Context: an optimization exercise on an open-source flow, tuned for small area. The choices shown serve that exercise and are no tape-out recipe. At most, simulation tests tie the RTL to the original design; equivalence was not proved. The RTL of runs 1, 3, 4 and 6 was laid out without a check of its function. No activity file was given, so power comes from the tool's default toggle rates.

[flow/config.mk]
export PLATFORM = sky130hd
export DESIGN_NAME = mtm_Alu
export DESIGN_NICKNAME = mtm_Alu
export VERILOG_FILES = /design/flow/design.v
export SDC_FILE = /design/flow/constraint.sdc
export NUM_CORES = 4
export LEC_CHECK = 0
export ABC_AREA = 1
export CAP_MARGIN = 20
export CORE_MARGIN = 2
export CORE_UTILIZATION = 40
export SLEW_MARGIN = 20
[flow/constraint.sdc]
create_clock -name core_clock -period 8.0 [get_ports {clk}]
set_input_delay 1.6000 -clock core_clock [delete_from_list [all_inputs] [get_ports {clk}]]
set_output_delay 1.6000 -clock core_clock [all_outputs]
set_load 0.01 [all_outputs]
[flow/design.v]
`timescale 1ns/1ps
module mtm_Alu (
    input  wire clk,    
    input  wire rst_n,  
    input  wire sin,    
    output reg  sout    
);
localparam [1:0] RX = 2'd0, CP = 2'd1, TX = 2'd2;
reg  [1:0]  ph;
reg  [3:0]  bc;
reg  [3:0]  fc;
reg  [64:0] q;       
reg         p;       
reg         ls, rs;  
reg         up;      
reg         sd;      
reg         dly;     
reg         t;       
reg  [3:0]  crc;     
reg         op2, op0;
reg         cf;      
reg         ov, z, n;
wire rx = (ph == RX);
wire cp = (ph == CP);
wire tx = !rx && !cp;
wire a   = q[0] ^ p;
wire b   = q[32] ^ p;
wire c   = op2 ? (a ^ b ^ cf) : (op0 ? (a | b) : (a & b));
wire cfn = op2 & (((a ^ op0) & b) | (((a ^ op0) | b) & cf));
reg  tbit;
always @* begin
    case (fc[1:0])
        2'd0:    case (bc[2:0])
                     3'd0:    tbit = 1'b0;
                     3'd1:    tbit = cf;
                     3'd2:    tbit = ov;
                     3'd3:    tbit = z;
                     3'd4:    tbit = n;
                     default: tbit = crc[2];
                 endcase
        2'd1:    tbit = 8'b10010011 >> bc[2:0];    
        2'd2:    tbit = 8'b11001001 >> bc[2:0];    
        default: tbit = 8'b10100101 >> bc[2:0];    
    endcase
    if (!fc[2]) tbit = q[31] ^ p;
end
wire cd  = tx ? tbit : ((t && bc == 4'd8) ? 1'b1 : sin);
wire cfb = cd ^ (tx ? crc[2] : crc[3]);
wire crc_ok = (crc[2:0] == 3'd0) && !cfb;
wire push = rx && !t && (((bc == 4'd8) && !up) || (bc[3] && bc != 4'd8) ||
                         ((bc == 4'd6) && dly));
wire txsh = tx && bc[3] && !fc[2];
wire step = cp && !up;
wire hold = !push && !txsh && !step;
reg  [1:0] ph_n;
reg  [3:0] bc_n, fc_n;
reg        t_n, dly_n, up_n;
always @* begin
    ph_n  = ph;
    bc_n  = bc;
    fc_n  = fc;
    t_n   = t;
    dly_n = dly;
    up_n  = hold && !up;
    case (ph)
    RX: begin
        if (bc == 4'd7) t_n = sin;
        if (bc == 4'd6) dly_n = 1'b0;
        if (bc == 4'd8 && !t) dly_n = up;
        if (bc == 4'd10 && t) dly_n = sin;
        if (bc == 4'd6) begin
            if (!sin) bc_n = 4'd7;
        end else if (bc != 4'd15) begin
            bc_n = bc + 4'd1;
        end else begin
            bc_n = 4'd6;
            if (!t && !fc[3]) begin
                fc_n = fc + 4'd1;
            end else if (t && fc[3] && !dly && crc_ok) begin
                ph_n = CP;
                fc_n = 4'd0;
                bc_n = 4'd0;
            end else begin
                ph_n = TX;
                fc_n = (!t || !fc[3]) ? 4'd5 : dly ? 4'd6 : 4'd7;
            end
        end
    end
    CP: begin
        if (step) begin
            {fc_n[0], bc_n} = {fc[0], bc} + 5'd1;
            if (fc[0] && bc == 4'd15) begin
                ph_n = TX;
                fc_n = 4'd0;
                bc_n = 4'd6;
            end
        end
    end
    default: begin
        if (bc == 4'd4 && fc[2]) begin
            ph_n = RX;
            bc_n = 4'd6;
            fc_n = 4'd0;
        end else begin
            bc_n = (bc == 4'd15) ? 4'd4 : bc + 4'd1;
            if (bc == 4'd5) fc_n = fc + 4'd1;
        end
    end
    endcase
    if (!rst_n) begin
        ph_n = RX;
        bc_n = 4'd6;
        fc_n = 4'd0;
        up_n = 1'b0;
    end
end
wire rx_n   = (ph_n == RX);
wire cp_n   = (ph_n == CP);
wire tx_n   = !rx_n && !cp_n;
wire push_n = rx_n && !t_n && (((bc_n == 4'd8) && !up_n) || (bc_n[3] && bc_n != 4'd8) ||
                               ((bc_n == 4'd6) && dly_n));
wire txsh_n = tx_n && bc_n[3] && !fc_n[2];
wire ls_n   = push_n || txsh_n || (!(cp_n && !up_n) && !up_n);
wire lo = (dly ? sd : sin) ^ p;
wire hi = 1'b0;
wire mid = step ? (c ^ p) : q[32];
integer i;
always @(posedge clk) begin
    sd  <= sin;
    p   <= !p;
    ls  <= ls_n;
    rs  <= !ls_n;
    ph  <= ph_n;
    bc  <= bc_n;
    fc  <= fc_n;
    t   <= t_n;
    dly <= dly_n;
    up  <= up_n;
    q[0]  <= !((lo | rs) & (q[1] | ls));
    for (i = 1; i < 64; i = i + 1)
        if (i != 31) q[i] <= !((q[i-1] | rs) & (q[i+1] | ls));
    q[31] <= !((q[30] | rs) & (mid | ls));
    q[64] <= !((q[63] | rs) & (hi | ls));
    if ((rx || tx) && bc[3]) crc <= {crc[2:0], 1'b0} ^ {2'b00, cfb, cfb};
    if (rx) begin
        cf <= 1'b0;
        z  <= 1'b1;
        if (t && bc == 4'd9)  op2 <= sin;
        if (t && bc == 4'd11) op0 <= sin;
    end
    if (step) begin
        cf <= cfn;
        ov <= cf ^ cfn;
        z  <= z & !c;
        n  <= c;
    end
    sout <= !tx || !(bc == 4'd6 || (bc == 4'd7 && !fc[2]) || (bc[3] && !tbit));
    if (tx && bc == 4'd4 && fc[2]) crc <= 4'd0;
    if (!rst_n) begin
        p    <= 1'b0;
        ls   <= 1'b1;
        rs   <= 1'b0;
        crc  <= 4'd0;
        sout <= 1'b1;
    end
end
endmodule
[flow/run.sh]
#!/bin/bash
# synth_recipe.tcl (not shown) runs the flow's synth.tcl, then flattens the netlist and writes it again
# the make line also repeats each setting of config.mk as NAME=value (left out here)
make -C /OpenROAD-flow-scripts/flow DESIGN_CONFIG=/design/flow/config.mk WORK_HOME=/design/flow/orfs CLKGATE_MAP_FILE= SYNTH_SCRIPT=/design/flow/synth_recipe.tcl finish
==> qor.csv, run 1 <==
stage,metric,value,unit
synth,Post-Syn Area,3836,sq um
timing,Max-slew headroom,59.49,%
worst_setup_path,"Slowest-stage cell, CP",clkdlybuf4s50_1,
synth,area share of fa/ha/maj cells after synthesis,3.914,%
floorplanning,DIE AREA,10390,sq um
synth,gate count of the mapped netlist,448,
worst_setup_path,critical path endpoint category,register,
timing,Fin Setup TNS,0,ps
pwr,total chip power,0.001714,W
worst_setup_path,Startpoint Class,primary input,
worst_setup_path,Critical Path AT,3460,ps
clock_tree,clock root cell,clkbuf_8,
worst_setup_path,CP required,8220,ps
clock_tree,Clock transition at path regs,90,ps
floorplanning,Initial Util,41.32,%
layout,Inserted Diodes,0,
route,DR vias/cell,5.272,
synth,XOR/XNOR Fraction of Synth Area,1.826,%
worst_setup_path,R2R cell count,17,
synth,mux contribution to synthesized area,0,%
floorplanning,core area,9284,sq um
worst_setup_path,Reg2Reg Setup Slack,5190,ps
global_route,number of antenna violations at the first check in global routing,0,
timing,Final period util,40.43,%
timing,fin. max-slew vios,0,
placement,detailed placement HPWL,5.925,mm
pwr,worst vdd ir,0.2136,mV
worst_setup_path,Worst setup endpoint,ls$_SDFF_PN1_,
timing,Tightest Pin Transition,607.7,ps
timing,"Hold Violations, Final",0,
layout,fill cell count,952,
clock_tree,post-CTS setup buffer count,0,
worst_setup_path,Worst path max stage delay,620,ps
synth,sequential cell area fraction in the yosys report,50.10,%
worst_setup_path,RR Startpoint,bc[0]$_DFF_P_,
synth,Yosys warnings,1,
synth,Post-Synth Simple-Gate Area,16.44,%
route,drt first pass iters,4,
pwr,Leak,1.717,nW
clock_tree,CTS Buffer Depth,2,
synth,asr flop ratio synth,0,%
clock_tree,CTS Buf Count,9,
timing,# setup viols final,0,
clock_tree,worst-skew pair later-pin latency,350,ps
worst_setup_path,crit-path leading delay family,simple AND/OR/NAND/NOR gates,
synth,flop and latch count out of synthesis,93,
route,residual DRC count,0,
worst_setup_path,CP Class,primary input to register,
timing,RSZ-0062 raised after global routing,false,
route,Post-Route WL,8.107,mm
route,Routed WL per cell,14.03,um
synth,largest family of logic cells by synthesized area,compound AO/OA/AOI/OAI gates,
global_route,total grt overflow,0,
worst_setup_path,"Buf+Inv Stages, Crit Path",2,
timing,Fmax,0.3092,GHz
route,iteration-0 DRC count of the detailed router,228,
global_route,first-pass GRT wire length,13.77,mm
route,number of routed nets with antenna violations,0,
floorplanning,I/O Pins,4,
synth,syn nets,463,
synth,Compound-Gate Fraction of Synth Area,19.83,%
worst_setup_path,worst-path fanout max,7,
worst_setup_path,worst path cell trace,clkdlybuf4s50_1 -> inv_1 -> o211ai_1 -> nand3_1 -> nand2_2 -> nand4_2 -> nand2_1 -> nand2_1 -> nand2_1 -> nand2_2 -> o21bai_2 -> nand2_1 -> nand2_1 -> a21oi_1,
worst_setup_path,CP startpoint,sin,
global_route,GRT Total Usage,17.00,%
layout,Layout Nets,460,
worst_hold_path,Hold Crit Class,register to register,
layout,Synth-to-Final Area Change,7.991,%
clock_tree,clock sink count,93,
clock_tree,TritonCTS clock tree,done,
worst_setup_path,Worst path most repeated cell,nand2_1,
synth,"Distinct cells, synth",38,
clock_tree,level count of the clock H-tree,3,
synth,"EDFF count, synth",6,
floorplanning,Die Y,101.9,um
floorplanning,row cnt,35,
layout,share of cells above drive strength 1,10.47,%
run,maxcap violations,0,
pwr,pwr dens,413.6,nW/um^2
clock_tree,PostCTS Resize Cnt,0,
floorplanning,Die W,101.9,um
run_status,status,"complete, no violations",
timing,Tmin final,3234,ps
route,total number of vias,3047,
worst_setup_path,WP depth,14,
clock_tree,Post-CTS Hold Buffers,0,
synth,Avg Inst Size Synth,8.563,sq um
synth,dominant synthesized flop cell,dfxtp_1,
global_route,largest net degree at the start of global routing,66,
global_route,number of global-route vias before repair,2827,
worst_setup_path,RR Endpoint,rs$_SDFF_PN0_,
timing,Post-Route Skew,14.14,ps
placement,gpl congestion,0.9836,
placement,IO buf count,3,
==> logic make-up (layout without fill, tap and decap cells) <==
kind of cell             Yosys count  in the layout
buffers and inverters             74             75
flip-flops                        93             93
AO/OA/AOI/OAI                    123            123
adder cells (fa/ha/maj)           12             12
XOR/XNOR                           8              8
AND/OR/NAND/NOR                  138            138
==> cell type report <==
class	count	area [sq um]	share of cell area, %
Clock buffer	9	123.9	2.990
Clock inverter	6	70.07	1.691
Inverter	57	216.5	5.225
Multi-Input combinational cell	281	1612	38.90
Sequential cell	93	1929	46.57
Tap cell	129	161.4	3.896
Timing Repair Buffer	3	30.03	0.7249
==> worst register-to-register path, delay by kind of cell, from the launching register on <==
kind            cells  cell delay (ps)
simple gates       11             1190
flops               1              560
fa+ha+maj           2              560
compound gates      2              200
buf+inv             2              180
==> cell usage in the layout (no fill, tap or decap), drive strengths merged, types with 2 or more instances in the layout <==
cell / instances
a211oi: 2
a21oi: 17
a31oi: 3
clkbuf: 9
clkdlybuf4s50: 3
dfxtp: 87
edfxtp: 6
ha: 12
inv: 60
nand2: 67
nand3: 20
nand4: 5
nor2: 34
nor3: 8
nor4: 2
o211ai: 7
o21ai: 22
o22ai: 65
or2: 2
xnor2: 4
xor2: 4
==> routing by layer <==
metal | vias up | global-route usage (%) | part of all wire, %
met5 | - | 0 | 0
met4 | 0 | 5.744 | 1.6
met3 | 11 | 4.856 | 6.0
met2 | 77 | 24.29 | 44
met1 | 1406 | 24.67 | 49
li1 | 1553 | - | -
==> power by group <==
group / leakage, nW / switching [W] / internal [W]
clock: 0.0966 / 0.000161 / 0.000146
sequential: 0.786 / 0.000198 / 0.000684
combinational: 0.834 / 0.000296 / 0.000230
total: 1.72 / 0.000655 / 0.00106
==> worst min-delay path by stage <==
| stage | from | cells after the start | to | slack (ps) |
|---|---|---|---|---|
| after floorplan | q[64]$_DFF_P_ | 1 | q[63]$_DFF_P_ | 390 |
| after global placement | q[64]$_DFF_P_ | 1 | q[63]$_DFF_P_ | 400 |
| after detailed placement | q[64]$_DFF_P_ | 1 | q[63]$_DFF_P_ | 400 |
| after CTS | q[64]$_DFF_P_ | 1 | q[63]$_DFF_P_ | 420 |
| after global routing | q[64]$_DFF_P_ | 1 | q[63]$_DFF_P_ | 430 |
| final | q[64]$_DFF_P_ | 1 | q[63]$_DFF_P_ | 410 |
==> state kept, by name (all words and copies together), names as in the netlist, 2 cells and up <==
register  cells
q            65
bc            4
crc           4
fc            4
ph            2
==> cells in the mapped netlist, types with 2 or more instances <==
master / instances / area [sq um]
a211oi_1: 2 / 15.01
a21oi_1: 14 / 70.07
a21oi_2: 3 / 26.28
a31oi_1: 3 / 18.77
buf_6: 3 / 33.78
clkbuf_1: 14 / 52.55
dfxtp_1: 87 / 1742
edfxtp_1: 6 / 180.2
ha_1: 12 / 150.1
inv_1: 46 / 172.7
inv_2: 10 / 37.54
nand2_1: 63 / 236.5
nand2_2: 4 / 25.02
nand3_1: 17 / 85.08
nand3_2: 3 / 30.03
nand4_1: 4 / 25.02
nor2_1: 29 / 108.9
nor2_2: 5 / 31.28
nor3_1: 7 / 35.03
nor4_1: 2 / 12.51
o211ai_1: 7 / 52.55
o21ai_0: 20 / 100.1
o21ai_1: 2 / 10.01
o22ai_1: 65 / 406.6
xnor2_1: 4 / 35.03
xor2_1: 4 / 35.03
==> through the flow <==
stage / utilization (%) / instances / instance area, sq um / hold slack (ps) / setup WS [ps]
5_1_grt: 44.62 / 578 / 4143 / 432.0 / 4544
4_1_cts: 44.57 / 578 / 4138 / 417.9 / 4776
6_report: 44.62 / 578 / 4143 / 411.5 / 4766
3_5_place_dp: 42.48 / 563 / 3944 / 404.7 / 4416
2_1_floorplan: - / 448 / 3836 / 388.1 / 5301
3_3_place_gp: 42.48 / 563 / 3944 / 401.8 / 4433
==> inputs of run 2 (changes only) <==
--- a/flow/design.v
+++ b/flow/design.v
@@ -120,7 +120,9 @@
 wire push_n = rx_n && !t_n && (((bc_n == 4'd8) && !up_n) || (bc_n[3] && bc_n != 4'd8) ||
                                ((bc_n == 4'd6) && dly_n));
 wire txsh_n = tx_n && bc_n[3] && !fc_n[2];
-wire ls_n   = push_n || txsh_n || (!(cp_n && !up_n) && !up_n);
+wire b8_14  = bc[3] && (bc[2:0] != 3'd7);
+wire ls_n   = (rx && !t && (b8_14 || (bc == 4'd15 && dly && !fc[3]))) ||
+              (tx && !fc[2] && (b8_14 || bc == 4'd7)) || (!cp_n && !up_n);
 wire lo = (dly ? sd : sin) ^ p;
 wire hi = 1'b0;
 wire mid = step ? (c ^ p) : q[32];
==> run 2 against run 1 <==
  * First-iteration DRC count grew 8.8%
  * Still clean
  * Highest routed layer unchanged
  * Non-clock buffer count unchanged
  * Sequential power up 5.7%
  * Hold slack improved by 0.63 ps
==> qor.csv, run 2 <==
stage,metric,value,unit
run_status,status,"complete, no violations",
timing,Tmin final,3088,ps
timing,Fmax,0.3238,GHz
route,residual DRC count,0,
layout,share of cells above drive strength 1,8.665,%
worst_setup_path,CP required,8250,ps
pwr,Leak,1.656,nW
floorplanning,Initial Util,40.85,%
floorplanning,row cnt,35,
route,number of routed nets with antenna violations,0,
layout,final instance area,4041,sq um
timing,Max-slew headroom,59.14,%
synth,Commonest cells post-synth,"dfxtp_1 (85), o22ai_1 (65), nand2_1 (56)",
synth,flop and latch count out of synthesis,93,
worst_setup_path,Critical Path AT,3340,ps
clock_tree,clock root cell,clkbuf_8,
layout,"most common cell after layout, fill and taps aside",dfxtp_1,
global_route,first-pass GRT wire length,13.20,mm
timing,Final period util,38.60,%
timing,RSZ-0062 raised after global routing,false,
pwr,worst vdd ir,0.1896,mV
route,total number of vias,2987,
synth,Synth top area share,45.52,%
worst_hold_path,hold endpoint,q[63]$_DFF_P_,
synth,post-synth top area cell,dfxtp_1,
worst_setup_path,R2R cell count,18,
layout,max reg flops,65,
worst_hold_path,hold depth,1,
timing,Post-Route Skew,13.72,ps
route,Routed WL per cell,14.73,um
global_route,number of global-route vias before repair,2783,
timing,"Hold Violations, Final",0,
synth,syn nets,441,
timing,fin. max-slew vios,0,
worst_setup_path,RR Startpoint,bc[1]$_SDFFE_PN1P_,
timing,Fin Setup TNS,0,ps
layout,Layout Nets,438,
floorplanning,DIE AREA,10140,sq um
route,Post-Route WL,7.924,mm
floorplanning,Die Y,100.7,um
worst_setup_path,Worst path max stage delay,500,ps
worst_setup_path,RR Endpoint,ls$_SDFF_PN1_,
synth,Post-Syn Area,3739,sq um
clock_tree,post-CTS setup buffer count,0,
worst_setup_path,"Slowest-stage cell, CP",clkdlybuf4s50_1,
synth,sequential cell area fraction in the yosys report,51.94,%
placement,gpl congestion,0.9891,
synth,"EDFF count, synth",8,
clock_tree,CTS Buf Count,9,
synth,Synth area leaders,"dfxtp_1 (46%), o22ai_1 (11%), edfxtp_1 (6.4%)",
clock_tree,clock sink count,93,
worst_setup_path,critical path endpoint category,register,
worst_setup_path,Reg2Reg Setup Slack,5530,ps
layout,Top reg by flops,q,
worst_setup_path,worst path cell trace,clkdlybuf4s50_1 -> inv_1 -> o211ai_1 -> nand3_1 -> nand3_2 -> nor2_2 -> nand2_1 -> nand2_1 -> nand2_1 -> nand3_2 -> nand3_2 -> nand2_1 -> nand2_1,
worst_setup_path,Startpoint Class,primary input,
route,iteration-0 DRC count of the detailed router,248,
synth,"count leader, synth",dfxtp_1,
global_route,total grt overflow,0,
layout,most frequent cells in the layout,"dfxtp_1 (83), o22ai_1 (65), nand2_1 (56)",
layout,Inserted Diodes,0,
worst_setup_path,CP Class,primary input to register,
run,maxcap violations,0,
placement,IO buf count,3,
route,DR vias/cell,5.552,
clock_tree,level count of the clock H-tree,3,
synth,"Distinct cells, synth",34,
synth,asr flop ratio synth,0,%
clock_tree,worst-skew pair later-pin latency,360,ps
clock_tree,TritonCTS clock tree,done,
worst_setup_path,worst-path fanout max,6,
global_route,GRT Total Usage,16.68,%
synth,Avg Inst Size Synth,8.797,sq um
floorplanning,Die W,100.7,um
placement,dpl cell area,3841,sq um
worst_hold_path,Hold Crit Class,register to register,
timing,Tightest Pin Transition,612.9,ps
synth,Yosys warnings,1,
worst_setup_path,Worst path most repeated cell,nand2_1,
floorplanning,I/O Pins,4,
placement,detailed placement HPWL,5.584,mm
synth,gate count of the mapped netlist,425,
synth,dominant synthesized flop cell,dfxtp_1,
layout,Synth-to-Final Area Change,8.099,%
route,drt first pass iters,5,
worst_hold_path,HP Start,q[64]$_DFF_P_,
clock_tree,PostCTS Resize Cnt,0,
global_route,number of antenna violations at the first check in global routing,0,
pwr,pwr dens,455.9,nW/um^2
clock_tree,Clock transition at path regs,90,ps
timing,# setup viols final,0,
floorplanning,core area,9153,sq um
clock_tree,CTS Buffer Depth,2,
clock_tree,Post-CTS Hold Buffers,0,
global_route,largest net degree at the start of global routing,66,
==> run 2: cell types whose count changed after synthesis, sizes merged, moves of 3 or more <==
cell,before,now
inv,57,48
a221oi,1,4
nand2,67,60
nor3,8,4
==> run 2: worst max path at each step <==
| stage | startpoint | end | slack (ps) | cells past startpoint |
|---|---|---|---|---|
| 2_1_floorplan | sin | ls$_SDFF_PN1_ | 5360 | 12 |
| 3_3_place_gp | sin | ls$_SDFF_PN1_ | 4640 | 13 |
| 3_5_place_dp | sin | ls$_SDFF_PN1_ | 4550 | 13 |
| 4_1_cts | sin | ls$_SDFF_PN1_ | 4940 | 13 |
| 5_1_grt | sin | bc[2]$_SDFFE_PN1P_ | 4700 | 11 |
| 6_report | sin | ls$_SDFF_PN1_ | 4910 | 13 |
==> run 2: cells by family after synthesis <==
family	synth area share [%]
AO/OA/AOI/OAI	20.65
XOR/XNOR	1.640
buffers and inverters	6.660
adder cells (fa/ha/maj)	4.351
AND/OR/NAND/NOR	14.76
flip-flops	51.94
==> run 2: final cells by class <==
cell class	instances	area (sq um)
Tap cell	111	138.9
Clock inverter	7	71.32
Fill cell	870	5111
Timing Repair Buffer	3	30.03
Sequential cell	93	1949
Inverter	48	180.2
Clock buffer	9	123.9
Multi-Input combinational cell	267	1548
==> run 2: layer usage <==
metal	global-route usage (%)	share of wire, %
met3	5.132	5.5
met1	22.54	48
met2	24.97	44
met4	6.428	2.3
met5	0	0
==> run 2: through the flow <==
stage	total power [W]	instances	worst slack [ps]	hold slack (ps)	utilization (%)
2_1_floorplan	0.001367	425	5356	388.1	-
3_3_place_gp	0.001518	522	4638	399.3	41.97
3_5_place_dp	0.001537	522	4555	401.7	41.97
4_1_cts	0.001849	538	4942	415.4	44.10
5_1_grt	0.001990	538	4702	444.3	44.16
6_report	0.001842	538	4912	412.1	44.16
==> run 2: critical path: cells and delay by family <==
kind,cells,cell delay (ps)
AND/OR/NAND/NOR,10,930
AO/OA/AOI/OAI,1,160
buffers and inverters,2,660
==> run 2: report_power, final <==
part | internal, W | switching [W]
combinational | 0.000265 | 0.000339
sequential | 0.000707 | 0.000224
clock | 0.000124 | 0.000184
==> inputs of run 3 (changes only) <==
==> flow/design.v (replaced) <==
`timescale 1ns/1ps
module mtm_Alu (
    input  wire clk,    
    input  wire rst_n,  
    input  wire sin,    
    output wire sout    
);
localparam [1:0] RX = 2'd0, CP = 2'd1, TX = 2'd2;
reg  [1:0]  ph;
reg  [3:0]  bc;
reg  [3:0]  fc;
reg  [64:0] q;       
reg         p;       
reg         ls, rs;  
reg         up;      
reg         sd;      
reg         dly;     
reg         t;       
reg  [3:0]  crc;     
reg         op2, op0;
reg         cf;      
reg         ov, z;
wire rx = (ph == RX);
wire cp = (ph == CP);
wire tx = !rx && !cp;
wire pay   = !bc[3];                 
wire b7    = (bc == 4'd7);
wire b8    = (bc == 4'd8);
wire full  = (fc == 4'd6);           
wire tend  = tx && b8 && fc[2] && fc[0];
wire a   = q[0] ^ p;
wire b   = q[32] ^ p;
wire c   = op2 ? (a ^ b ^ cf) : (op0 ? (a | b) : (a & b));
wire cfn = op2 & (((a ^ op0) & b) | (((a ^ op0) | b) & cf));
wire step = cp && !up;
reg  tbit;
always @* begin
    case ({fc[3], fc[1]})
        2'b10:   tbit = (bc[2:0] == 3'd0) ? 1'b0 : (bc[2:0] == 3'd4) ? (q[63] ^ p) :
                        bc[2] ? crc[2] : cf;    
        2'b00:   tbit = 8'b10010011 >> bc[2:0];    
        2'b01:   tbit = 8'b11001001 >> bc[2:0];    
        default: tbit = 8'b10100101 >> bc[2:0];    
    endcase
    if (!fc[2]) tbit = q[31] ^ p;
end
wire cd  = tx ? tbit : (sin | (t && bc == 4'd0));
wire cfb = cd ^ (tx ? crc[2] : crc[3]);
wire crc_ok = (crc[2:0] == 3'd0) && !cfb;
wire push = rx && !t && (pay || (b8 && dly));
wire txsh = tx && pay && !fc[2];
wire up_n = ls && !push && !txsh;
reg  [1:0] ph_n;
reg  [3:0] bc_n, fc_n;
always @* begin
    ph_n = ph;
    fc_n = fc;
    if (rx && b8)
        bc_n = sin ? bc : 4'd15;
    else if (tend || (cp && !step))
        bc_n = bc;
    else
        bc_n = bc + 4'd1;
    if (b7 && (tx || step || (rx && !t && !full)))
        fc_n = fc + 4'd1;
    if (rx && b7) begin
        if (!t && !full) begin
        end else if (t && full && !dly && crc_ok) begin
            ph_n = CP;
        end else begin
            ph_n = TX;
            if (!full) fc_n = 4'd4;
            else if (t && !dly) fc_n = 4'd14;
            else if (!t) fc_n = 4'd4;
        end
    end
    if (step && b7 && fc[0])
        ph_n = TX;
    if (tend) begin
        ph_n = RX;
        fc_n = 4'd14;
    end
    if (!rst_n) begin
        ph_n = RX;
        bc_n = 4'd8;
        fc_n = 4'd14;
    end
end
wire cp_n   = (cp && !(step && b7 && fc[0])) || (rx && b7 && t && full && !dly && crc_ok);
wire push_n = rx && !t && ((!bc[3] && !b7) || (b7 && dly && !full));
wire txsh_n = tx && !fc[2] && ((!bc[3] && !b7) || (bc == 4'd15));
wire ls_n   = push_n || txsh_n || (!cp_n && !up_n);
wire lo  = (dly ? sd : sin) ^ p;
wire hi  = 1'b0;
wire mid = step ? (c ^ p) : q[32];
integer i;
always @(posedge clk) begin
    sd  <= sin;
    p   <= !p;
    ls  <= ls_n;
    rs  <= !ls_n;
    ph  <= ph_n;
    bc  <= bc_n;
    fc  <= fc_n;
    up  <= up_n;
    q[0]  <= !((lo | rs) & (q[1] | ls));
    for (i = 1; i < 64; i = i + 1)
        if (i != 31) q[i] <= !((q[i-1] | rs) & (q[i+1] | ls));
    q[31] <= !((q[30] | rs) & (mid | ls));
    q[64] <= !((q[63] | rs) & (hi | ls));
    if (!cp && pay) crc <= {crc[2:0], 1'b0} ^ {2'b00, cfb, cfb};
    if (tend) crc <= 4'd0;
    if (rx) begin
        if (bc == 4'd15) t <= sin;
        if (b8) dly <= 1'b0;
        if (!t && bc == 4'd0) dly <= up;
        if (t && bc == 4'd2) dly <= sin;
        if (t && bc == 4'd1) op2 <= sin;
        if (t && bc == 4'd3) op0 <= sin;
        cf <= 1'b0;
        z  <= 1'b1;
    end
    if (tx && fc == 4'd12 && pay && bc[2:0] != 3'd0) begin
        cf <= ov;
        ov <= z;
    end
    if (step) begin
        cf <= cfn;
        ov <= cf ^ cfn;
        z  <= z & !c;
    end
    if (!rst_n) begin
        p   <= 1'b0;
        ls  <= 1'b1;
        rs  <= 1'b0;
        up  <= 1'b0;
        crc <= 4'd0;
    end
end
assign sout = !tx || !((bc == 4'd14) || ((bc == 4'd15) && !fc[2]) || (pay && !tbit));
endmodule
--- a/flow/config.mk
+++ b/flow/config.mk
@@ -9,4 +9,5 @@
 export CAP_MARGIN = 20
 export CORE_MARGIN = 2
 export CORE_UTILIZATION = 40
+export CTS_CLUSTER_SIZE = 24
 export SLEW_MARGIN = 20
==> run 3 against run 2 <==
  * Utilization grew 0.22 points
  * Cell area shrank 4.7%
  * Largest cell class unchanged
  * Wire length shrank 12%
  * Sequential power shrank 12%
  * Non-clock buffer count is the same
  * Via count shrank 10%
  * Sequential share of layout area grew 1.1 points
  * Still clean on timing, DRC and antenna
  * Worst setup slack lost 860 ps
  * Count of clock-buffer cells in the layout grew 1
  * First-iteration DRC count shrank 58%
  * Critical path depth shrank 3
  * Global-route usage shrank 1.6 points
  * Critical endpoint is now sout
==> qor.csv, run 3 <==
stage,metric,value,unit
clock_tree,CTS Buffer Depth,2,
placement,detailed placement HPWL,4.905,mm
synth,Avg Inst Size Synth,8.771,sq um
layout,Inserted Diodes,0,
synth,Synth area leaders,"dfxtp_1 (47%), o22ai_1 (11%), edfxtp_1 (5.9%)",
route,Top Metal Used,met4,
floorplanning,core area,8678,sq um
synth,Commonest cells post-synth,"dfxtp_1 (84), o22ai_1 (63), nand2_1 (47)",
route,met2 WL,3.037,mm
worst_hold_path,Hold Crit Class,register to register,
run,maxcap violations,0,
pwr,pwr dens,364.2,nW/um^2
synth,sequential cell area fraction in the yosys report,53.13,%
route,met3 wire length,165,um
synth,Synth top area share,47.22,%
global_route,GRT Total Usage,15.12,%
placement,gpl congestion,0.9067,
layout,share of cells above drive strength 1,9.091,%
timing,Setup WS post-layout,4053,ps
clock_tree,post-CTS setup buffer count,0,
floorplanning,Die W,98.35,um
worst_setup_path,CP Class,register to output port,
route,Routed WL per cell,13.51,um
worst_setup_path,Critical Path AT,2350,ps
clock_tree,worst-skew pair later-pin latency,350,ps
timing,Fmax,0.2533,GHz
synth,asr flop ratio synth,0,%
route,iteration-0 DRC count of the detailed router,105,
pwr,sequential share of power,58.2,%
global_route,total grt overflow,0,
global_route,first-pass GRT wire length,11.83,mm
clock_tree,level count of the clock H-tree,3,
route,DR vias/cell,5.198,
clock_tree,Post-CTS Hold Buffers,0,
route,residual DRC count,0,
clock_tree,clock root cell,clkbuf_8,
layout,most frequent cells in the layout,"dfxtp_1 (82), o22ai_1 (63), nand2_1 (47)",
synth,dominant synthesized flop cell,dfxtp_1,
worst_setup_path,Startpoint Class,register,
pwr,power share of the combinational group,19.7,%
route,total number of vias,2677,
synth,Post-Syn Area,3561,sq um
timing,# setup viols final,0,
synth,"EDFF count, synth",7,
floorplanning,I/O Pins,4,
synth,gate count of the mapped netlist,406,
timing,"Hold Violations, Final",0,
timing,Fin Setup TNS,0,ps
route,number of routed nets with antenna violations,0,
global_route,number of global-route vias before repair,2455,
route,Post-Route WL,6.960,mm
placement,IO buf count,3,
placement,Place WS,4443,ps
clock_tree,CTS Buf Count,9,
synth,"Distinct cells, synth",37,
timing,Final period util,49.34,%
synth,Yosys warnings,1,
timing,Post-Route Skew,7.741,ps
pwr,Psw,0.0004632,W
clock_tree,Clock transition at path regs,90,ps
clock_tree,TritonCTS clock tree,done,
floorplanning,DIE AREA,9673,sq um
pwr,worst vdd ir,0.1117,mV
synth,flop and latch count out of synthesis,91,
pwr,Sw Ratio,33.03,%
pwr,Clk network pwr share,22.1,%
timing,RSZ-0062 raised after global routing,false,
route,wl on met1,3.641,mm
pwr,cell-internal power,0.0009392,W
timing,Tmin final,3947,ps
pwr,Leak,1.553,nW
layout,max reg flops,65,
layout,"most common cell after layout, fill and taps aside",dfxtp_1,
global_route,largest net degree at the start of global routing,67,
clock_tree,PostCTS Resize Cnt,0,
timing,fin. max-slew vios,0,
layout,Layout Nets,414,
layout,Synth-to-Final Area Change,8.152,%
synth,syn nets,418,
run_status,status,"complete, no violations",
floorplanning,Die Y,98.35,um
floorplanning,Initial Util,41.03,%
global_route,number of antenna violations at the first check in global routing,0,
floorplanning,row cnt,34,
timing,Max-slew headroom,56.88,%
synth,post-synth top area cell,dfxtp_1,
worst_setup_path,worst-path fanout max,6,
route,drt first pass iters,4,
timing,Tightest Pin Transition,646.8,ps
synth,"count leader, synth",dfxtp_1,
layout,Top reg by flops,q,
clock_tree,clock sink count,91,
worst_setup_path,critical path endpoint category,output port,
worst_setup_path,CP required,6400,ps
## run 3: cell count changes in the layout (fill, tap and decap cells not counted), sizes merged, moves of 4 or more
| cell | change |
|---|---|
| inv | -4 |
| nand2 | -7 |
| a21oi | -5 |
| nor3 | +5 |
| a221oi | -4 |
| ha | -4 |
## run 3: metrics by stage
| stage | total power (W) | hold slack, ps | instances | utilization, % | instance area, sq um |
|---|---|---|---|---|---|
| after floorplan | 0.001018 | 398.9 | 406 | - | 3561 |
| after global placement | 0.001088 | 404.8 | 499 | 42.04 | 3649 |
| after detailed placement | 0.001104 | 414.4 | 499 | 42.04 | 3649 |
| after CTS | 0.001417 | 426.9 | 515 | 44.32 | 3846 |
| after global routing | 0.001505 | 437.6 | 515 | 44.38 | 3851 |
| final | 0.001402 | 422.9 | 515 | 44.38 | 3851 |
## run 3: routing by layer
metal  vias up  global-route usage, %
met3        11                  3.651
met2        26                  21.40
met1      1244                  22.31
met5         -                      0
li1       1396                      -
met4         0                  5.690
## run 3: cell families after synthesis
| kind of cell | Yosys count | share of synthesized area (%) |
|---|---|---|
| xor gates and xnor gates | 8 | 1.968 |
| adders and majority gates | 9 | 3.162 |
| AOI/OAI and AO/OA | 106 | 17.85 |
| buffers and inverters | 64 | 7.132 |
| DFF | 91 | 53.13 |
| and+or+nand+nor | 128 | 16.76 |
## run 3: layout make-up
| class | count | area [sq um] |
|---|---|---|
| inverters | 46 | 173.9 |
| well taps | 108 | 135.1 |
| multi-input cells | 251 | 1415 |
| clock inverters | 6 | 70.07 |
| flip-flops and latches | 91 | 1899 |
| clock buffers | 10 | 127.6 |
| repair buffers | 3 | 30.03 |
| fillers | 883 | 4827 |
## run 3: path summary, 6_finish.rpt
path,startpoint,endpoint,slack [ps],depth (start not counted)
min reg2reg,q[64]$_DFF_P_,q[63]$_DFF_P_,420,1
min,q[64]$_DFF_P_,q[63]$_DFF_P_,420,1
max,bc[0]$_SDFFE_PN0P_,sout,4050,10
max reg2reg,bc[0]$_SDFFE_PN0P_,ls$_SDFF_PN1_,5910,15
## run 3: worst max-delay path: stages, from the launching register on
cell	delay, ps
dfxtp_1	410
inv_1	130
ha_1	290
nand2_2	100
nand2_1	50
nor2_1	90
a21oi_1	70
nand2_1	90
nand2_2	70
a21oi_1	150
clkdlybuf4s50_1	550
## run 3: power groups by stage
stage	clock [W]	sequential [W]	combinational [W]
floorplan	0	0.000741	0.000276
global placement	0	0.000820	0.000268
detailed placement	0	0.000825	0.000279
CTS	0.000321	0.000816	0.000281
global route	0.000342	0.000845	0.000318
finish	0.000309	0.000817	0.000276
==> inputs of run 4 (changes only) <==
--- a/flow/config.mk
+++ b/flow/config.mk
@@ -9,5 +9,6 @@
 export CAP_MARGIN = 20
 export CORE_MARGIN = 2
 export CORE_UTILIZATION = 40
-export CTS_CLUSTER_SIZE = 24
+export CTS_CLUSTER_DIAMETER = 60
+export CTS_CLUSTER_SIZE = 32
 export SLEW_MARGIN = 20
==> run 4 against run 3 <==
  * Still clean on timing, DRC and antenna
  * Die area did not move
  * Combinational power barely moved
  * Maximum frequency did not move
  * First-iteration DRC count did not move
  * Clock skew did not move
  * Largest power group unchanged
==> qor.csv, run 4 <==
stage,metric,value,unit
run_status,status,"complete, no violations",
synth,dominant synthesized flop cell,dfxtp_1,
pwr,Clk network pwr share,22.1,%
synth,asr flop ratio synth,0,%
worst_setup_path,R2R cell count,15,
floorplanning,I/O Pins,4,
synth,gate count of the mapped netlist,406,
global_route,number of antenna violations at the first check in global routing,0,
timing,Tmin final,3947,ps
layout,Synth-to-Final Area Change,8.152,%
worst_setup_path,worst-path fanout max,6,
worst_setup_path,worst path cell trace,inv_1 -> ha_1 -> nand2_2 -> nand2_1 -> nor2_1 -> a21oi_1 -> nand2_1 -> nand2_2 -> a21oi_1 -> clkdlybuf4s50_1,
clock_tree,CTS Buffer Depth,2,
synth,post-synth top area cell,dfxtp_1,
placement,gpl congestion,0.9067,
worst_setup_path,CP Class,register to output port,
layout,Layout Nets,414,
worst_setup_path,"Slowest-stage cell, CP",clkdlybuf4s50_1,
pwr,Psw,0.0004632,W
synth,Synth area leaders,"dfxtp_1 (47%), o22ai_1 (11%), edfxtp_1 (5.9%)",
layout,Top reg by flops,q,
layout,Inserted Diodes,0,
clock_tree,CTS Buf Count,9,
synth,Yosys warnings,1,
clock_tree,post-CTS setup buffer count,0,
synth,Avg Inst Size Synth,8.771,sq um
clock_tree,PostCTS Resize Cnt,0,
route,drt first pass iters,4,
clock_tree,Post-CTS Hold Buffers,0,
worst_hold_path,Hold Crit Class,register to register,
synth,"EDFF count, synth",7,
synth,Commonest cells post-synth,"dfxtp_1 (84), o22ai_1 (63), nand2_1 (47)",
route,DR vias/cell,5.198,
floorplanning,row cnt,34,
layout,share of cells above drive strength 1,9.091,%
clock_tree,level count of the clock H-tree,3,
worst_setup_path,critical path endpoint category,output port,
pwr,Sw Ratio,33.03,%
worst_setup_path,Critical Path AT,2350,ps
clock_tree,worst-skew pair later-pin latency,350,ps
clock_tree,Clock transition at path regs,90,ps
global_route,largest net degree at the start of global routing,67,
pwr,pwr dens,364.2,nW/um^2
layout,final core occ,44.38,%
pwr,power share of the combinational group,19.7,%
synth,Post-Syn Area,3561,sq um
worst_setup_path,CP required,6400,ps
timing,WHS,422.9,ps
synth,Synth top area share,47.22,%
route,total number of vias,2677,
pwr,cell-internal power,0.0009392,W
global_route,GRT Total Usage,15.12,%
timing,RSZ-0062 raised after global routing,false,
run,maxcap violations,0,
global_route,total grt overflow,0,
layout,most frequent cells in the layout,"dfxtp_1 (82), o22ai_1 (63), nand2_1 (47)",
pwr,sequential share of power,58.2,%
timing,Post-Route Skew,7.741,ps
worst_setup_path,Startpoint Class,register,
route,iteration-0 DRC count of the detailed router,105,
floorplanning,Initial Util,41.03,%
placement,IO buf count,3,
route,number of routed nets with antenna violations,0,
timing,Tightest Pin Transition,646.8,ps
clock_tree,TritonCTS clock tree,done,
synth,"count leader, synth",dfxtp_1,
pwr,Leak,1.553,nW
timing,Fin Setup TNS,0,ps
route,residual DRC count,0,
global_route,number of global-route vias before repair,2455,
route,Routed WL per cell,13.51,um
synth,sequential cell area fraction in the yosys report,53.13,%
floorplanning,Die Y,98.35,um
synth,syn nets,418,
placement,detailed placement HPWL,4.905,mm
timing,fin. max-slew vios,0,
clock_tree,clock sink count,91,
global_route,first-pass GRT wire length,11.83,mm
pwr,total chip power,0.001402,W
worst_setup_path,Worst path max stage delay,550,ps
layout,"most common cell after layout, fill and taps aside",dfxtp_1,
route,Post-Route WL,6.960,mm
layout,max reg flops,65,
timing,Final period util,49.34,%
pwr,worst vdd ir,0.1117,mV
worst_hold_path,hold depth,1,
synth,flop and latch count out of synthesis,91,
timing,Max-slew headroom,56.88,%
floorplanning,Die W,98.35,um
clock_tree,clock root cell,clkbuf_8,
timing,Fmax,0.2533,GHz
floorplanning,core area,8678,sq um
floorplanning,DIE AREA,9673,sq um
timing,"Hold Violations, Final",0,
synth,"Distinct cells, synth",37,
timing,# setup viols final,0,
run 4: through the flow:
step / area, sq um / cells / setup WS (ps)
global route: 3851 / 515 / 3889
finish: 3851 / 515 / 4053
CTS: 3846 / 515 / 4035
detailed placement: 3649 / 499 / 4443
floorplan: 3561 / 406 / 5077
global placement: 3649 / 499 / 4485
run 4: logic make-up after synthesis:
group / after synthesis / share of synthesized area [%]
AND/OR/NAND/NOR: 128 / 16.76
AO/OA/AOI/OAI: 106 / 17.85
flip-flops: 91 / 53.13
buffers and inverters: 64 / 7.132
adder cells (fa/ha/maj): 9 / 3.162
XOR/XNOR: 8 / 1.968
run 4: path summary, 6_finish.rpt:
kind | endpoint | slack [ps] | startpoint
max | sout | 4050 | bc[0]$_SDFFE_PN0P_
min | q[63]$_DFF_P_ | 420 | q[64]$_DFF_P_
max reg2reg | ls$_SDFF_PN1_ | 5910 | bc[0]$_SDFFE_PN0P_
min reg2reg | q[63]$_DFF_P_ | 420 | q[64]$_DFF_P_
run 4: worst max-delay path: cells and delay by family, from the launching register on:
kind,cells,cell delay (ps)
buf+inv,2,680
flops,1,410
simple gates,5,400
fa+ha+maj,1,290
compound gates,2,220
run 4: per-layer routing:
metal / global-route usage [%] / routed length, um
met1: 22.31 / 3641
met2: 21.40 / 3037
met3: 3.651 / 165
met4: 5.690 / 116
met5: 0 / 0
run 4: power by group through the flow:
stage,Clock [W],Combinational [W],Sequential [W]
2_1_floorplan,0,0.000276,0.000741
3_3_place_gp,0,0.000268,0.000820
3_5_place_dp,0,0.000279,0.000825
4_1_cts,0.000321,0.000281,0.000816
5_1_grt,0.000342,0.000318,0.000845
6_report,0.000309,0.000276,0.000817
run 4: layout make-up:
class                           count  area, sq um
Fill cell                         883         4827
Sequential cell                    91         1899
Clock buffer                       10        127.6
Multi-Input combinational cell    251         1415
Tap cell                          108        135.1
Inverter                           46        173.9
Timing Repair Buffer                3        30.03
Clock inverter                      6        70.07
==> inputs of run 5 (changes only) <==
--- a/flow/design.v
+++ b/flow/design.v
@@ -19,7 +19,7 @@
 reg  [3:0]  crc;     
 reg         op2, op0;
 reg         cf;      
-reg         ov, z;
+reg         ov, z, n;
 wire rx = (ph == RX);
 wire cp = (ph == CP);
 wire tx = !rx && !cp;
@@ -36,8 +36,7 @@
 reg  tbit;
 always @* begin
     case ({fc[3], fc[1]})
-        2'b10:   tbit = (bc[2:0] == 3'd0) ? 1'b0 : (bc[2:0] == 3'd4) ? (q[63] ^ p) :
-                        bc[2] ? crc[2] : cf;    
+        2'b10:   tbit = (bc[2:0] == 3'd0) ? 1'b0 : (bc[2] && bc[1:0] != 2'd0) ? crc[2] : cf;
         2'b00:   tbit = 8'b10010011 >> bc[2:0];    
         2'b01:   tbit = 8'b11001001 >> bc[2:0];    
         default: tbit = 8'b10100101 >> bc[2:0];    
@@ -123,11 +122,13 @@
     if (tx && fc == 4'd12 && pay && bc[2:0] != 3'd0) begin
         cf <= ov;
         ov <= z;
+        z  <= n;
     end
     if (step) begin
         cf <= cfn;
         ov <= cf ^ cfn;
         z  <= z & !c;
+        n  <= c;
     end
     if (!rst_n) begin
         p   <= 1'b0;
--- a/flow/config.mk
+++ b/flow/config.mk
@@ -9,6 +9,4 @@
 export CAP_MARGIN = 20
 export CORE_MARGIN = 2
 export CORE_UTILIZATION = 40
-export CTS_CLUSTER_DIAMETER = 60
-export CTS_CLUSTER_SIZE = 32
 export SLEW_MARGIN = 20
==> run 5 against run 4 <==
  * Still clean on timing, DRC and antenna
  * Worst setup slack got worse by 130 ps
  * Sequential share of layout area up 0.36 points
  * Clock skew shrank 1.4 ps
  * Power about the same
  * Highest routed layer unchanged
==> qor.csv, run 5 <==
stage,metric,value,unit
run_status,status,"complete, no violations",
layout,share of cells above drive strength 1,10.12,%
clock_tree,Clock transition at path regs,90,ps
layout,Top reg by flops,q,
global_route,number of antenna violations at the first check in global routing,0,
global_route,GRT Total Usage,14.64,%
floorplanning,core area,8721,sq um
timing,Tmin final,4078,ps
route,Post-Route WL,6.677,mm
timing,"Hold Violations, Final",0,
route,iteration-0 DRC count of the detailed router,142,
layout,max reg flops,65,
clock_tree,post-CTS setup buffer count,0,
clock_tree,Post-CTS Hold Buffers,0,
synth,post-synth top area cell,dfxtp_1,
layout,final core occ,44.48,%
worst_setup_path,Startpoint Class,register,
route,DR vias/cell,5.189,
synth,Yosys warnings,1,
pwr,Psw,0.0004589,W
timing,Fin Setup TNS,0,ps
route,drt first pass iters,5,
clock_tree,clock root cell,clkbuf_8,
synth,Synth area leaders,"dfxtp_1 (47%), o22ai_1 (11%), edfxtp_1 (6.7%)",
floorplanning,I/O Pins,4,
synth,Post-Syn Area,3591,sq um
floorplanning,DIE AREA,9752,sq um
worst_setup_path,CP Class,register to output port,
pwr,Clk network pwr share,22.2,%
pwr,total chip power,0.001402,W
clock_tree,CTS Buffer Depth,2,
pwr,worst vdd ir,0.1162,mV
worst_setup_path,worst-path fanout max,6,
worst_hold_path,Hold Crit Class,register to register,
synth,asr flop ratio synth,0,%
synth,gate count of the mapped netlist,404,
synth,flop and latch count out of synthesis,92,
clock_tree,PostCTS Resize Cnt,0,
pwr,Leak,1.582,nW
timing,# setup viols final,0,
timing,Final period util,50.98,%
placement,detailed placement HPWL,4.657,mm
layout,fill cell count,866,
placement,gpl congestion,0.8658,
layout,Layout Nets,412,
layout,Synth-to-Final Area Change,8.014,%
synth,"count leader, synth",dfxtp_1,
synth,dominant synthesized flop cell,dfxtp_1,
global_route,total grt overflow,0,
layout,"most common cell after layout, fill and taps aside",dfxtp_1,
route,residual DRC count,0,
timing,RSZ-0062 raised after global routing,false,
clock_tree,clock sink count,92,
layout,Multi-input gate area,1420,sq um
worst_setup_path,CP required,6400,ps
worst_setup_path,Critical Path AT,2480,ps
floorplanning,Die Y,98.75,um
run,maxcap violations,0,
route,Routed WL per cell,13.02,um
clock_tree,worst-skew pair later-pin latency,340,ps
timing,Tightest Pin Transition,1047,ps
timing,Post-Route Skew,6.329,ps
synth,syn nets,416,
timing,Max-slew headroom,30.21,%
floorplanning,Initial Util,41.18,%
pwr,pwr dens,361.4,nW/um^2
global_route,first-pass GRT wire length,11.60,mm
placement,IO buf count,3,
floorplanning,Die W,98.75,um
route,total number of vias,2662,
layout,most frequent cells in the layout,"dfxtp_1 (82), o22ai_1 (63), nand2_1 (48)",
pwr,Sw Ratio,32.73,%
synth,Synth top area share,46.83,%
clock_tree,CTS Buf Count,9,
timing,Fmax,0.2452,GHz
pwr,cell-internal power,0.0009429,W
pwr,sequential share of power,58.7,%
global_route,largest net degree at the start of global routing,67,
clock_tree,TritonCTS clock tree,done,
pwr,power share of the combinational group,19.1,%
timing,fin. max-slew vios,0,
layout,Storage cell area,1927,sq um
worst_setup_path,critical path endpoint category,output port,
layout,Inserted Diodes,0,
global_route,number of global-route vias before repair,2571,
synth,"Distinct cells, synth",36,
synth,Avg Inst Size Synth,8.888,sq um
clock_tree,level count of the clock H-tree,3,
floorplanning,row cnt,34,
route,number of routed nets with antenna violations,0,
synth,Commonest cells post-synth,"dfxtp_1 (84), o22ai_1 (63), nand2_1 (48)",
synth,"EDFF count, synth",8,
synth,sequential cell area fraction in the yosys report,53.52,%
==> run 5: changes by cell type after synthesis, moves of 2 or more <==
cell / before / now
nor2_2: 2 / 6
nand2_2: 6 / 8
nor2_1: 33 / 25
a21oi_1: 12 / 10
nand4_1: 2 / 4
o21ai_1: 0 / 2
==> run 5: worst paths after layout <==
| check | startpoint | to | slack [ps] | cells past startpoint |
|---|---|---|---|---|
| max | bc[0]$_SDFFE_PN0P_ | sout | 3920 | 12 |
| max reg2reg | bc[0]$_SDFFE_PN0P_ | bc[3]$_SDFFE_PN1P_ | 5870 | 13 |
| min | q[64]$_DFF_P_ | q[63]$_DFF_P_ | 420 | 1 |
| min reg2reg | q[64]$_DFF_P_ | q[63]$_DFF_P_ | 420 | 1 |
==> run 5: logic make-up after synthesis <==
group	after synthesis	share of synthesized area (%)
buffers and inverters	63	6.934
AND/OR/NAND/NOR	128	16.83
XOR/XNOR	7	1.707
flip-flops	92	53.52
AO/OA/AOI/OAI	105	17.87
adder cells (fa/ha/maj)	9	3.136
==> run 5: power groups by stage <==
stage	sequential, W	clock, W	combinational [W]
after floorplan	0.000748	0	0.000273
after global placement	0.000828	0	0.000255
after detailed placement	0.000832	0	0.000267
after CTS	0.000824	0.000323	0.000270
after global routing	0.000853	0.000342	0.000309
final	0.000824	0.000311	0.000267
==> run 5: stage by stage <==
step,hold WS [ps],area (sq um),worst slack [ps],cells
CTS,429.0,3876,3891,513
floorplan,398.9,3591,4956,404
global route,456.4,3879,3719,513
global placement,408.7,3679,4371,497
finish,424.8,3879,3922,513
detailed placement,411.9,3679,4277,497
==> run 5: layer usage <==
metal | up-vias | wire length [um] | track usage (%)
li1 | 1396 | - | -
met4 | 0 | 96 | 6.428
met3 | 5 | 181 | 2.766
met1 | 1231 | 3348 | 19.68
met2 | 30 | 3049 | 23.02
met5 | - | 0 | 0
==> run 5: cell type report <==
| type | instances | area share [%] |
|---|---|---|
| sequential | 92 | 49.68 |
| timing repair buffer | 3 | 0.7742 |
| inverter | 45 | 4.355 |
| clock buffer | 10 | 3.290 |
| multi-input combinational | 249 | 36.61 |
| clock inverter | 6 | 1.806 |
| tap | 108 | 3.484 |
==> run 5: critical path, cell delays in order (launching register included) <==
cell and delay, ps:
dfxtp_1 430, inv_1 140, ha_1 260, inv_1 150
nor2_2 60, nor2_1 100, nand3_1 80, nand2_1 60
inv_1 50, nand2_2 60, nand2_2 50, a21oi_1 150
clkdlybuf4s50_1 560
==> inputs of run 6 (changes only) <==
--- a/flow/design.v
+++ b/flow/design.v
@@ -19,14 +19,14 @@
 reg  [3:0]  crc;     
 reg         op2, op0;
 reg         cf;      
-reg         ov, z, n;
+reg         ov, z;
 wire rx = (ph == RX);
 wire cp = (ph == CP);
 wire tx = !rx && !cp;
 wire pay   = !bc[3];                 
 wire b7    = (bc == 4'd7);
 wire b8    = (bc == 4'd8);
-wire full  = (fc == 4'd6);           
+wire full  = !fc[3] && fc[2] && fc[1];  
 wire tend  = tx && b8 && fc[2] && fc[0];
 wire a   = q[0] ^ p;
 wire b   = q[32] ^ p;
@@ -36,7 +36,8 @@
 reg  tbit;
 always @* begin
     case ({fc[3], fc[1]})
-        2'b10:   tbit = (bc[2:0] == 3'd0) ? 1'b0 : (bc[2] && bc[1:0] != 2'd0) ? crc[2] : cf;
+        2'b10:   tbit = (bc[2:0] == 3'd0) ? 1'b0 : (bc[2:0] == 3'd4) ? (q[63] ^ p) :
+                        bc[2] ? crc[2] : cf;    
         2'b00:   tbit = 8'b10010011 >> bc[2:0];    
         2'b01:   tbit = 8'b11001001 >> bc[2:0];    
         default: tbit = 8'b10100101 >> bc[2:0];    
@@ -119,16 +120,14 @@
         cf <= 1'b0;
         z  <= 1'b1;
     end
-    if (tx && fc == 4'd12 && pay && bc[2:0] != 3'd0) begin
+    if (tx && fc[3] && fc[2] && !fc[1] && pay && bc[2:0] != 3'd0) begin
         cf <= ov;
         ov <= z;
-        z  <= n;
     end
     if (step) begin
         cf <= cfn;
         ov <= cf ^ cfn;
         z  <= z & !c;
-        n  <= c;
     end
     if (!rst_n) begin
         p   <= 1'b0;
==> flow/flow/run.sh (new file) <==
#!/bin/bash
set -euo pipefail
export CTS_ARGS="-sink_clustering_enable -repair_clock_nets -dont_use_dummy_load"
bash standard.sh > standard.log 2>&1
==> flow/standard.sh (new file) <==
#!/bin/bash
# synth_recipe.tcl (not shown) runs the flow's synth.tcl, then flattens the netlist and writes it again
# the make line also repeats each setting of config.mk as NAME=value (left out here)
make -C /OpenROAD-flow-scripts/flow DESIGN_CONFIG=/design/flow/config.mk WORK_HOME=/design/flow/orfs CLKGATE_MAP_FILE= SYNTH_SCRIPT=/design/flow/synth_recipe.tcl "${@:-finish}"
removed: flow/run.sh
==> run 6 against run 5 <==
  * Sequential power fell by 0.7%
  * Final cell count fell by 1.4%
  * Wire length fell by 1.7%
  * First-iteration DRC count rose by 6.3%
  * Die area fell by 0.94%
  * Power fell by 5.2%
  * Sequential share of layout area rose by 0.82 points
  * Register-to-register slack got worse by 40 ps
  * Clock skew rose by 21 ps
  * Count of clock-buffer cells in the layout fell by 1
  * Largest power group unchanged
==> qor.csv, run 6 <==
stage,metric,value,unit
synth,asr flop ratio synth,0,%
timing,Final period util,49.60,%
global_route,number of antenna violations at the first check in global routing,0,
global_route,total grt overflow,0,
placement,dpl cell area,3632,sq um
worst_setup_path,critical path endpoint category,output port,
clock_tree,clock root cell,clkbuf_8,
run,maxcap violations,0,
clock_tree,Post-CTS Hold Buffers,0,
route,DR vias/cell,5.251,
worst_setup_path,Startpoint Class,register,
clock_tree,Clock transition at path regs,80,ps
pwr,pwr dens,353.5,nW/um^2
layout,most frequent cells in the layout,"dfxtp_1 (82), o22ai_1 (64), nand2_1 (52)",
layout,Layout Nets,410,
pwr,Leak,1.505,nW
layout,Synth-to-Final Area Change,5.771,%
floorplanning,I/O Pins,4,
worst_hold_path,HP Start,q[35]$_DFF_P_,
layout,Multi-input gate area,1400,sq um
floorplanning,core area,8678,sq um
layout,share of cells above drive strength 1,9.548,%
run_status,status,"complete, no violations",
layout,Storage cell area,1899,sq um
synth,Synth top area share,47.29,%
route,iteration-0 DRC count of the detailed router,151,
timing,"Hold Violations, Final",0,
timing,Fin Setup TNS,0,ps
clock_tree,clock sink count,91,
worst_setup_path,CP startpoint,bc[0]$_SDFFE_PN0P_,
synth,Post-Syn Area,3556,sq um
clock_tree,PostCTS Resize Cnt,0,
layout,max reg flops,65,
layout,Inserted Diodes,0,
clock_tree,TritonCTS clock tree,done,
worst_setup_path,Critical Path AT,2370,ps
floorplanning,Die W,98.29,um
pwr,worst vdd ir,0.1215,mV
timing,Max-slew headroom,57.56,%
layout,final core occ,43.34,%
worst_setup_path,worst-path fanout max,6,
global_route,largest net degree at the start of global routing,67,
synth,"count leader, synth",dfxtp_1,
floorplanning,row cnt,34,
global_route,GRT Total Usage,14.27,%
placement,gpl congestion,0.8433,
synth,"EDFF count, synth",7,
synth,flop and latch count out of synthesis,91,
pwr,total chip power,0.001330,W
placement,IO buf count,3,
timing,# setup viols final,0,
timing,Fmax,0.2520,GHz
synth,Synth area leaders,"dfxtp_1 (47%), o22ai_1 (11%), edfxtp_1 (5.9%)",
global_route,routing usage on met2,21.25,%
layout,final instance area,3761,sq um
timing,fin. max-slew vios,0,
clock_tree,CTS Buf Count,9,
floorplanning,Die Y,98.29,um
synth,Commonest cells post-synth,"dfxtp_1 (84), o22ai_1 (64), nand2_1 (52)",
route,number of routed nets with antenna violations,0,
floorplanning,Initial Util,40.97,%
worst_setup_path,CP required,6400,ps
worst_setup_path,RR Startpoint,p$_SDFF_PN0_,
timing,Tightest Pin Transition,636.6,ps
clock_tree,worst-skew pair later-pin latency,350,ps
worst_setup_path,CP Class,register to output port,
synth,sequential cell area fraction in the yosys report,53.20,%
global_route,met1 usage,20.40,%
synth,syn nets,414,
route,total number of vias,2657,
timing,Post-Route Skew,27.38,ps
route,residual DRC count,0,
worst_hold_path,Hold Crit Class,register to register,
synth,"Distinct cells, synth",37,
placement,detailed placement HPWL,4.578,mm
global_route,Top Usage Layer GRT,met2,
layout,Top reg by flops,q,
timing,RSZ-0062 raised after global routing,false,
global_route,number of global-route vias before repair,2516,
route,Routed WL per cell,12.97,um
timing,Tmin final,3968,ps
clock_tree,CTS Buffer Depth,2,
timing,WHS,424.0,ps
synth,dominant synthesized flop cell,dfxtp_1,
synth,post-synth top area cell,dfxtp_1,
global_route,grt met3 use,2.577,%
clock_tree,level count of the clock H-tree,3,
floorplanning,DIE AREA,9660,sq um
clock_tree,post-CTS setup buffer count,0,
synth,gate count of the mapped netlist,404,
synth,Yosys warnings,1,
route,drt first pass iters,4,
global_route,first-pass GRT wire length,11.37,mm
layout,"most common cell after layout, fill and taps aside",dfxtp_1,
route,Post-Route WL,6.562,mm
layout,fill cell count,877,
synth,Avg Inst Size Synth,8.802,sq um
==> run 6: changes by cell type in the layout (fill, tap and decap cells not counted), sizes merged, moves of 4 or more <==
cell,before,now
inv,49,43
a21oi,10,14
nor2,31,38
a31oi,5,1
==> run 6: layout make-up <==
cell class	count	share of cell area [%]
timing repair buffer	3	0.7984
tap	108	3.593
inverter	44	4.591
clock buffer	9	3.293
sequential	91	50.50
multi-input combinational	251	37.23
==> run 6: cell families after synthesis <==
| kind of cell | after synthesis | synth area share (%) |
|---|---|---|
| AOI/OAI and AO/OA | 105 | 18.40 |
| xor gates and xnor gates | 7 | 1.724 |
| adders and majority gates | 7 | 2.463 |
| buffers and inverters | 62 | 7.424 |
| DFF | 91 | 53.20 |
| and+or+nand+nor | 132 | 16.78 |
==> run 6: where the power goes <==
part	internal, W	total [W]	switching, W
sequential	0.000656	0.000818	0.000162
combinational	0.000141	0.000280	0.000139
clock	0.000101	0.000232	0.000131
==> run 6: layer usage <==
metal	wire [um]	up-vias	share of wire (%)
met5	0	-	0
met3	169	9	2.6
met4	118	0	1.8
li1	-	1387	-
met1	3441	1220	52
met2	2833	41	43
==> run 6: final timing paths <==
kind                         to  slack, ps  cells after the start
hold reg to reg   q[36]$_DFF_P_        420                      1
setup reg to reg  q[31]$_DFF_P_       5830                      8
setup / recovery           sout       4030                     10
hold / removal    q[36]$_DFF_P_        420                      1
==> run 6: critical path, stage by stage, from the launching register on <==
cell	delay, ps
dfxtp_1	410
inv_1	140
ha_1	290
nand2_4	120
nand2_2	70
nor2_2	100
a21oi_2	60
nand2_1	80
a21oi_1	60
o21ai_0	160
clkdlybuf4s50_1	560
==> run 6: through the flow <==
| step | std cells | worst slack [ps] |
|---|---|---|
| after global routing | 506 | 3811 |
| final | 506 | 4032 |
| after detailed placement | 497 | 4398 |
| after global placement | 497 | 4462 |
| after CTS | 506 | 4012 |
| after floorplan | 404 | 4956 |
==> inputs of run 7 (changes only) <==
--- a/flow/design.v
+++ b/flow/design.v
@@ -32,7 +32,7 @@
 wire b   = q[32] ^ p;
 wire c   = op2 ? (a ^ b ^ cf) : (op0 ? (a | b) : (a & b));
 wire cfn = op2 & (((a ^ op0) & b) | (((a ^ op0) | b) & cf));
-wire step = cp && !up;
+wire step = cp && rs && !up;    
 reg  tbit;
 always @* begin
     case ({fc[3], fc[1]})
@@ -86,7 +86,7 @@
         fc_n = 4'd14;
     end
 end
-wire cp_n   = (cp && !(step && b7 && fc[0])) || (rx && b7 && t && full && !dly && crc_ok);
+wire cp_n   = cp && !(step && b7 && fc[0]);
 wire push_n = rx && !t && ((!bc[3] && !b7) || (b7 && dly && !full));
 wire txsh_n = tx && !fc[2] && ((!bc[3] && !b7) || (bc == 4'd15));
 wire ls_n   = push_n || txsh_n || (!cp_n && !up_n);
==> flow/run.sh (new file) <==
#!/bin/bash
# synth_recipe.tcl (not shown) runs the flow's synth.tcl, then flattens the netlist and writes it again
# the make line also repeats each setting of config.mk as NAME=value (left out here)
make -C /OpenROAD-flow-scripts/flow DESIGN_CONFIG=/design/flow/config.mk WORK_HOME=/design/flow/orfs CLKGATE_MAP_FILE= SYNTH_SCRIPT=/design/flow/synth_recipe.tcl finish
removed: flow/flow/run.sh
removed: flow/standard.sh
==> run 7 against run 6 <==
  * Register-to-register slack got worse by 20 ps
  * Largest power group unchanged
  * Clock power increased by 27%
  * Via count shrank 0.34%
  * Global-route usage grew 0.66 points
  * Maximum frequency is 0.84% higher
  * Still clean
  * Synthesized cell count did not move
  * Synthesized area fell by 0.28%
  * First-iteration DRC count shrank 25%
==> qor.csv, run 7 <==
stage,metric,value,unit
worst_setup_path,CP Class,register to output port,
global_route,total grt overflow,0,
timing,"Hold Violations, Final",0,
worst_setup_path,CP required,6400,ps
timing,# setup viols final,0,
synth,Post-Syn Area,3546,sq um
layout,Layout Nets,410,
worst_setup_path,worst-path fanout max,6,
floorplanning,Die W,98.15,um
layout,Synth-to-Final Area Change,7.939,%
global_route,number of antenna violations at the first check in global routing,0,
synth,syn nets,414,
floorplanning,I/O Pins,4,
layout,fill cell count,874,
synth,Synth area leaders,"dfxtp_1 (47%), o22ai_1 (11%), edfxtp_1 (5.9%)",
synth,asr flop ratio synth,0,%
clock_tree,worst-skew pair later-pin latency,360,ps
route,iteration-0 DRC count of the detailed router,113,
layout,share of cells above drive strength 1,10.37,%
run_status,status,"complete, no violations",
synth,"count leader, synth",dfxtp_1,
synth,"Distinct cells, synth",35,
timing,fin. max-slew vios,0,
placement,gpl congestion,0.9430,
timing,Fin Setup TNS,0,ps
synth,post-synth top area cell,dfxtp_1,
synth,Avg Inst Size Synth,8.777,sq um
worst_setup_path,Startpoint Class,register,
route,Post-Route WL,6.736,mm
synth,Commonest cells post-synth,"dfxtp_1 (84), o22ai_1 (63), nand2_1 (52)",
timing,Tightest Pin Transition,647.9,ps
route,residual DRC count,0,
clock_tree,clock sink count,91,
layout,Inserted Diodes,0,
route,total number of vias,2648,
floorplanning,DIE AREA,9633,sq um
clock_tree,Clock transition at path regs,100,ps
synth,dominant synthesized flop cell,dfxtp_1,
timing,Final period util,49.19,%
floorplanning,Die Y,98.15,um
route,number of routed nets with antenna violations,0,
clock_tree,Post-CTS Hold Buffers,0,
synth,flop and latch count out of synthesis,91,
worst_setup_path,Critical Path AT,2340,ps
synth,Synth top area share,47.42,%
timing,Post-Route Skew,19.69,ps
placement,IO buf count,3,
synth,Yosys warnings,1,
synth,sequential cell area fraction in the yosys report,53.35,%
pwr,worst vdd ir,0.1198,mV
timing,Fmax,0.2541,GHz
route,DR vias/cell,5.162,
global_route,GRT Total Usage,14.94,%
worst_hold_path,Hold Crit Class,register to register,
worst_setup_path,critical path endpoint category,output port,
layout,Multi-input gate area,1389,sq um
timing,Tmin final,3935,ps
clock_tree,post-CTS setup buffer count,0,
clock_tree,CTS Buf Count,9,
clock_tree,PostCTS Resize Cnt,0,
timing,RSZ-0062 raised after global routing,false,
timing,Max-slew headroom,56.81,%
global_route,number of global-route vias before repair,2566,
route,drt first pass iters,4,
layout,final instance area,3827,sq um
layout,Top reg by flops,q,
floorplanning,core area,8678,sq um
clock_tree,TritonCTS clock tree,done,
placement,dpl cell area,3628,sq um
synth,"EDFF count, synth",7,
pwr,Leak,1.516,nW
global_route,first-pass GRT wire length,11.79,mm
clock_tree,level count of the clock H-tree,3,
clock_tree,clock root cell,clkbuf_8,
pwr,pwr dens,393.5,nW/um^2
run,maxcap violations,0,
layout,max reg flops,65,
layout,Storage cell area,1899,sq um
placement,detailed placement HPWL,4.772,mm
route,Routed WL per cell,13.13,um
floorplanning,row cnt,34,
synth,gate count of the mapped netlist,404,
layout,most frequent cells in the layout,"dfxtp_1 (82), o22ai_1 (63), nand2_1 (52)",
global_route,largest net degree at the start of global routing,67,
floorplanning,Initial Util,40.86,%
layout,"most common cell after layout, fill and taps aside",dfxtp_1,
clock_tree,CTS Buffer Depth,2,
[run 7: kinds of logic (layout without fill, tap and decap cells)]
| group | after synthesis | in the layout | share of synthesized area, % |
|---|---|---|---|
| compound gates | 102 | 102 | 17.36 |
| xor+xnor | 8 | 8 | 1.976 |
| fa+ha+maj | 7 | 7 | 2.470 |
| buf+inv | 64 | 65 | 7.480 |
| flops | 91 | 91 | 53.35 |
| simple gates | 132 | 132 | 17.36 |
[run 7: worst max-delay path, stage by stage, from the launching register on]
cell             delay, ps
dfxtp_1                410
inv_1                  130
ha_1                   290
nand2_2                110
nand2_1                 70
nor2_1                  80
a21oi_1                 70
nand2_1                 60
nand2_1                 70
a21oi_1                130
clkdlybuf4s50_1        540
[run 7: area by class of cell]
cell class                 count  area share (%)
sequential                    91           49.62
multi-input combinational    249           36.29
tap                          108           3.531
inverter                      46           4.707
clock buffer                   9           3.236
timing repair buffer           3          0.7846
clock inverter                 7           1.831
[run 7: path summary, 6_finish.rpt]
path | depth (start not counted) | start | endpoint | slack, ps
max | 10 | bc[0]$_SDFFE_PN0P_ | sout | 4060
min | 1 | q[64]$_DFF_P_ | q[63]$_DFF_P_ | 410
max reg2reg | 8 | p$_SDFF_PN0_ | q[31]$_DFF_P_ | 5810
min reg2reg | 1 | q[64]$_DFF_P_ | q[63]$_DFF_P_ | 410
[run 7: layer usage]
layer / routed length (um) / vias to the layer above / track usage [%]
met2: 3140 / 27 / 23.81
met5: 0 / - / 0
met1: 3327 / 1221 / 19.43
met3: 145 / 10 / 3.436
met4: 122 / 0 / 6.639
li1: - / 1390 / -
[run 7: report_power, final]
| group | switching [W] | internal, W | total (W) |
|---|---|---|---|
| Combinational | 0.000177 | 0.000179 | 0.000356 |
| Sequential | 0.000189 | 0.000667 | 0.000856 |
| Clock | 0.000174 | 0.000121 | 0.000295 |
| Total | 0.000539 | 0.000967 | 0.00151 |
[run 7: through the flow]
stage,cells,total power (W),worst slack [ps],hold slack (ps),utilization [%]
4_1_cts,513,0.001518,4050,415.5,44.05
5_1_grt,513,0.001619,3905,441.9,44.10
3_5_place_dp,497,0.001222,4465,397.7,41.81
2_1_floorplan,404,0.001122,5054,388.1,-
6_report,513,0.001506,4065,412.8,44.10
3_3_place_gp,497,0.001199,4518,399.8,41.81

-- port drivers added, routing unchanged --
The flow's constraints put no driver on any port. The routed layouts listed below were extracted and timed again, unchanged, in two steps. Step 1 sets driving cells, clkbuf_16 on the clock port and buf_2 on the other inputs (assumed; they add their load-dependent delay and slew). Step 2 also shifts input and output timing later by t, the mid clock arrival at the registers, as if the neighbouring blocks saw the same clock. Three values: ideal, step 1, step 2; two values: the first two.
run | shift t [ns] | setup WS [ns] | worst setup path at the end | cell pins on the clock port's net
run 1 | 0.374 | 4.766 / 4.770 / 4.396 | input to register | 1
run 2 | 0.387 | 4.912 / 4.924 / 4.537 | input to register | 1
run 3 | 0.377 | 4.053 / 4.023 / 4.400 | register to output | 1
run 4 | 0.377 | 4.053 / 4.023 / 4.400 | register to output | 1
run 5 | 0.374 | 3.922 / 3.888 / 4.262 | register to output | 1
run 6 | 0.368 | 4.032 / 4.001 / 4.369 | register to output | 1
run 7 | 0.379 | 4.065 / 4.035 / 4.414 | register to output | 1
After both steps setup and hold are still met in every run listed. For run 2, which loses most, drivers alone change the setup slack by +0.012 ns; drivers and shift together by -0.375 ns.
